Source: an optimization exercise on an open RTL-to-GDS flow (aim: small area). Production flows keep margins and buffers that such runs may drop. Where RTL was checked, it was by simulation tests only, not by an equivalence proof against the original.

Setup of north:
Design Cordic, start of the top module:
module Cordic(
	input clk,
	input [12:0] x_0,
	input [12:0] y_0,
	input [12:0] z_0,
	output [12:0] x_N,
	output [12:0] y_N,
	output [12:0] z_N
);
For scale: ~79 I/O pins, ~0.018 sq mm of cells after synthesis.
clock: 3.2 ns
lec_check: 0
cap_margin: 20
core_margin: 2
core_utilization: 40
cts_buf_list: sky130_fd_sc_hd__clkbuf_4 sky130_fd_sc_hd__clkbuf_8
cts_cluster_diameter: 100
cts_cluster_size: 18
gpl_timing_driven: 0
slew_margin: 20
standard.sh (not shown) runs the stock make flow with config.mk's settings and CLKGATE_MAP_FILE= SYNTH_SCRIPT=/design/flow/synth_recipe.tcl, a recipe that flattens the netlist after the stock synthesis.
==> flow/flow/run.sh <==
#!/bin/bash
# Standard layout, but the port buffers that placement inserts use the smallest buffer cell.
set -euo pipefail
export BUFFER_PORTS_ARGS="-buffer_cell sky130_fd_sc_hd__buf_1"
bash standard.sh > standard.log 2>&1
What south does differently from north at the input level:
# north
export LEC_CHECK = 0
export CAP_MARGIN = 20
export CORE_MARGIN = 2
export CORE_UTILIZATION = 40
export CTS_BUF_LIST = sky130_fd_sc_hd__clkbuf_4 sky130_fd_sc_hd__clkbuf_8
export CTS_CLUSTER_DIAMETER = 100
export CTS_CLUSTER_SIZE = 18
export GPL_TIMING_DRIVEN = 0
export SLEW_MARGIN = 20
create_clock -name core_clock -period 3.2 [get_ports {clk}]
# south
export LEC_CHECK = 0
export CAP_MARGIN = 20
export CORE_MARGIN = 2
export CORE_UTILIZATION = 40
export CTS_BUF_LIST = sky130_fd_sc_hd__clkbuf_8
export CTS_CLUSTER_DIAMETER = 60
export CTS_CLUSTER_SIZE = 22
export GPL_TIMING_DRIVEN = 0
export SLEW_MARGIN = 20
create_clock -name core_clock -period 3.2 [get_ports {clk}]
Findings:
south completed every stage of the flow, and the final layout passed the timing, DRC and antenna checks. Per the comparison of south with north, sum of met3 wire segment lengths after detailed routing went up by 7.5%, final-layout fill cell count went down by 55. south drops more vias than north.

* * *

Cordic, a different RTL version from the one above (not shown whole).
Size in the first run: about 1600 cells after synthesis, ~340 flip-flops, roughly 79 I/O pins.
Settings: LEC_CHECK=0, CAP_MARGIN=20, CORE_MARGIN=2, CORE_UTILIZATION=40, CTS_BUF_LIST=sky130_fd_sc_hd__clkbuf_16, CTS_CLUSTER_DIAMETER=100, CTS_CLUSTER_SIZE=24, GPL_TIMING_DRIVEN=0, SLEW_MARGIN=20; clock period 3.2 ns.
run.sh (not shown) runs the stock make flow with config.mk's settings and CLKGATE_MAP_FILE= SYNTH_SCRIPT=/design/flow/synth_recipe.tcl, a recipe that flattens the netlist after the stock synthesis.
Stock flow here: none of the scripts above is used.
The starting point went through all stages and came out clean.
Then changed:
Settings changed: CTS_BUF_LIST sky130_fd_sc_hd__clkbuf_16 to sky130_fd_sc_hd__clkbuf_8, CTS_CLUSTER_SIZE 24 to 18, GPL_TIMING_DRIVEN 0 to default.
Outcome:
- cell area stays flat
- synthesized cell count is unchanged
Then changed:
Settings changed: CTS_CLUSTER_DIAMETER 100 to 60, CTS_CLUSTER_SIZE 18 to 16.
The changed run finished clean; count of clock-buffer cells in the layout went up by 10; global-route usage is lower by 0.11 points; cell count rose by 0.94%; clock skew came out higher by 0.011 ns; design area rises by 1.1%; synthesized cell count does not change.
Then changed:
Settings changed: CTS_BUF_LIST sky130_fd_sc_hd__clkbuf_8 to sky130_fd_sc_hd__clkbuf_16, CTS_CLUSTER_DIAMETER 60 to 100, CTS_CLUSTER_SIZE 16 to 24.
Count of clock-buffer cells in the layout is lower by 14.
Via count went down by 0.70%.
Cell count shrinks by 1.2%.
Non-clock buffer count is unchanged.
Worst setup slack gains 0.014 ns.
Die area stays the same.
Cell area is about the same.
Hold slack got worse by 0.014 ns.
Maximum frequency rose by 0.46%.
Critical path depth stays the same.

* * *

Another version of the RTL of Cordic (not shown whole).
Size in the first run: about 1,400 cells after synthesis, ~340 flip-flops, ~79 I/O pins, about 18,000 µm² of cells after synthesis.
==> flow/config.mk <==
export PLATFORM = sky130hd
export DESIGN_NAME = Cordic
export DESIGN_NICKNAME = Cordic
export VERILOG_FILES = /design/flow/design.v
export SDC_FILE = /design/flow/constraint.sdc
export NUM_CORES = 4
export LEC_CHECK = 0
export CAP_MARGIN = 20
export CORE_MARGIN = 2
export CORE_UTILIZATION = 40
export CTS_BUF_LIST = sky130_fd_sc_hd__clkbuf_8
export CTS_CLUSTER_DIAMETER = 100
export CTS_CLUSTER_SIZE = 18
export GPL_TIMING_DRIVEN = 0
export SLEW_MARGIN = 20
==> flow/constraint.sdc <==
create_clock -name core_clock -period 3.2 [get_ports {clk}]
set_input_delay 0.6400 -clock core_clock [delete_from_list [all_inputs] [get_ports {clk}]]
set_output_delay 0.6400 -clock core_clock [all_outputs]
set_load 0.01 [all_outputs]
standard.sh (not shown) runs the stock make flow with config.mk's settings and CLKGATE_MAP_FILE= SYNTH_SCRIPT=/design/flow/synth_recipe.tcl, a recipe that flattens the netlist after the stock synthesis.
==> flow/flow/run.sh <==
#!/bin/bash
# Standard layout, but the port buffers that placement inserts use the smallest buffer cell.
set -euo pipefail
export BUFFER_PORTS_ARGS="-buffer_cell sky130_fd_sc_hd__buf_1"
export RECOVER_POWER=100
bash standard.sh > standard.log 2>&1
The first run completed with no timing, DRC or antenna violations.
Change:
--- a/flow/flow/run.sh
+++ b/flow/flow/run.sh
@@ -4,3 +4,2 @@
 export BUFFER_PORTS_ARGS="-buffer_cell sky130_fd_sc_hd__buf_1"
-export RECOVER_POWER=100
 bash standard.sh > standard.log 2>&1
The changed run completed without violations; critical path depth stays the same; global-route usage stays the same; routed wire length barely changes; die area stays the same; first-iteration DRC count does not change; maximum frequency barely changes.
Function was not checked in any run of this note: the RTL went through the layout flow alone.

* * *

RTL: one of the versions met above, not the one the previous note started from.
Size in the first run: ~340 flip-flops, about 79 I/O pins.
Settings: LEC_CHECK=0, CAP_MARGIN=20, CORE_MARGIN=2, CORE_UTILIZATION=40, CTS_BUF_LIST=sky130_fd_sc_hd__clkbuf_4, SLEW_MARGIN=20; clock period 3.2 ns.
run.sh (not shown) runs the stock make flow with config.mk's settings and CLKGATE_MAP_FILE= SYNTH_SCRIPT=/design/flow/synth_recipe.tcl, a recipe that flattens the netlist after the stock synthesis.
Stock flow here: none of the scripts above is used.
Then changed:
Settings changed: CORE_UTILIZATION 40 to 60, CTS_BUF_LIST sky130_fd_sc_hd__clkbuf_4 to sky130_fd_sc_hd__clkbuf_8, CTS_CLUSTER_DIAMETER set to 100, CTS_CLUSTER_SIZE set to 18, GPL_TIMING_DRIVEN set to 0, PLACE_DENSITY set to 0.75.
Result:
- The new run went through all stages and came out clean
- count of clock-buffer cells in the layout is lower by 120
- cell count is lower by 16%
- wire length is lower by 5.1%
- global-route usage is higher by 5.5 points
- non-clock buffer count is lower by 38
- sequential cell count is unchanged
- utilization is higher by 20 points
Then changed:
Settings changed: CORE_UTILIZATION 60 to 40, CTS_BUF_LIST sky130_fd_sc_hd__clkbuf_8 to sky130_fd_sc_hd__clkbuf_16, CTS_CLUSTER_SIZE 18 to 32, GPL_TIMING_DRIVEN 0 to not set, PLACE_DENSITY 0.75 to not set.
=>
- The new run produced a clean layout
- global-route usage drops by 6.2 points
- maximum frequency barely changes
- die area climbs by 49%
- non-clock buffer count climbs by 38
- cell area climbs by 3.1%
- via count drops by 0.76%
- routed wire length climbs by 1.7%
- sequential share of layout area drops by 1.0 points
- cell count climbs by 12%

* * *

Another version of the RTL of Cordic (not shown whole).
Size in the first run: about 1,500 cells after synthesis, about 340 flip-flops, ~79 I/O pins, ~17,000 sq um of cells after synthesis.
Design Cordic, start of the top module:
module Cordic(
	input clk,
	input [12:0] x_0,
	input [12:0] y_0,
	input [12:0] z_0,
	output [12:0] x_N,
	output [12:0] y_N,
	output [12:0] z_N
);
==> flow/config.mk <==
export PLATFORM = sky130hd
export DESIGN_NAME = Cordic
export DESIGN_NICKNAME = Cordic
export VERILOG_FILES = /design/flow/design.v
export SDC_FILE = /design/flow/constraint.sdc
export NUM_CORES = 4
export LEC_CHECK = 0
export CAP_MARGIN = 20
export CORE_MARGIN = 2
export CORE_UTILIZATION = 40
export CTS_BUF_LIST = sky130_fd_sc_hd__clkbuf_8
export CTS_CLUSTER_DIAMETER = 100
export CTS_CLUSTER_SIZE = 18
export GPL_TIMING_DRIVEN = 0
export SLEW_MARGIN = 20
==> flow/constraint.sdc <==
create_clock -name core_clock -period 3.2 [get_ports {clk}]
set_input_delay 0.6400 -clock core_clock [delete_from_list [all_inputs] [get_ports {clk}]]
set_output_delay 0.6400 -clock core_clock [all_outputs]
set_load 0.01 [all_outputs]
standard.sh (not shown) runs the stock make flow with config.mk's settings and CLKGATE_MAP_FILE= SYNTH_SCRIPT=/design/flow/synth_recipe.tcl, a recipe that flattens the netlist after the stock synthesis.
==> flow/flow/run.sh <==
#!/bin/bash
# Standard layout, but the port buffers that placement inserts use the smallest buffer cell.
set -euo pipefail
export BUFFER_PORTS_ARGS="-buffer_cell sky130_fd_sc_hd__buf_1"
bash standard.sh > standard.log 2>&1
The first run finished clean.
Next try:
==> flow/flow/run.sh (replaced) <==
#!/bin/bash
# Standard layout, except: the port buffers that placement inserts use the smallest
# buffer cell, and the buffers synthesis left in the netlist are removed before global
# placement (placement's repair then buffers only where it needs to).
set -euo pipefail
export BUFFER_PORTS_ARGS="-buffer_cell sky130_fd_sc_hd__buf_1"
export PRE_GLOBAL_PLACE_TCL="$PWD/flow/rmbuf.tcl"
bash standard.sh > standard.log 2>&1
==> flow/flow/rmbuf.tcl (new file) <==
remove_buffers
What happened:
- The new run passed the timing, DRC and antenna checks
- utilization came out lower by 1.2 points
- synthesized cell count stays the same
- setup slack loses 0.019 ns
- wire length came out lower by 3.2%
- hold slack gains 0.012 ns
- area after synthesis does not change
- die area does not change
- register-to-register slack loses 0.02 ns
- non-clock buffer count came out lower by 44
- global-route usage came out lower by 0.46 points
Function was not checked in any run of this note: the RTL went through the layout flow alone.

==> separate check: timing with driven ports <==
The results above use ideal ports. As a check the final layouts listed here were re-extracted and re-timed, cells and wires unchanged. Step 1, drivers: a clkbuf_16 drives clk and a buf_2 each remaining input, both assumed. Step 2 times the ports against the registers' clock, not the clock port: input delays grow and output delays shrink by t, the midpoint of the rising clock arrivals with the driver on. Three values: ideal ports, drivers, drivers and shift; two values: the first two.
| run | t, ns | slack for setup (ns) | worst setup path after step 2 | clock arrival spread, ns |
|---|---|---|---|---|
| north | 0.613 | 0.154 / 0.154 / -0.418 | input to register | 0.041 / 0.042 |
| south | 0.674 | 0.149 / 0.149 / -0.445 | input to register | 0.042 / 0.042 |
| the first run of note 2 | 0.570 | 0.194 / 0.194 / -0.113 | input to register | 0.019 / 0.019 |
| the second run of note 2 | 0.643 | 0.176 / 0.176 / -0.381 | input to register | 0.029 / 0.029 |
| the third run of note 2 | 0.650 | 0.178 / 0.178 / -0.356 | input to register | 0.045 / 0.046 |
| the fourth run of note 2 | 0.567 | 0.192 / 0.192 / -0.344 | input to register | 0.028 / 0.028 |
| the first run of note 3 | 0.625 | 0.168 / 0.193 / -0.432 | input to register | 0.032 / 0.033 |
| the second run of note 3 | 0.625 | 0.168 / 0.195 / -0.430 | input to register | 0.032 / 0.033 |
| the first run of note 4 | 0.833 | 0.173 / 0.173 / -0.385 | input to register | 0.091 / 0.090 |
| the second run of note 4 | 0.619 | 0.168 / 0.168 / -0.179 | input to register | 0.032 / 0.031 |
| the third run of note 4 | 0.575 | 0.172 / 0.172 / -0.369 | input to register | 0.030 / 0.030 |
| the first run of note 5 | 0.621 | 0.133 / 0.133 / -0.442 | input to register | 0.027 / 0.028 |
| the second run of note 5 | 0.607 | 0.114 / 0.114 / -0.334 | input to register | 0.034 / 0.034 |
With both steps, setup timing fails in every run listed, where it was met with ideal ports. The setup slack of the first run of note 3, which loses most, moves by +0.025 ns with the drivers and by -0.600 ns with both steps.
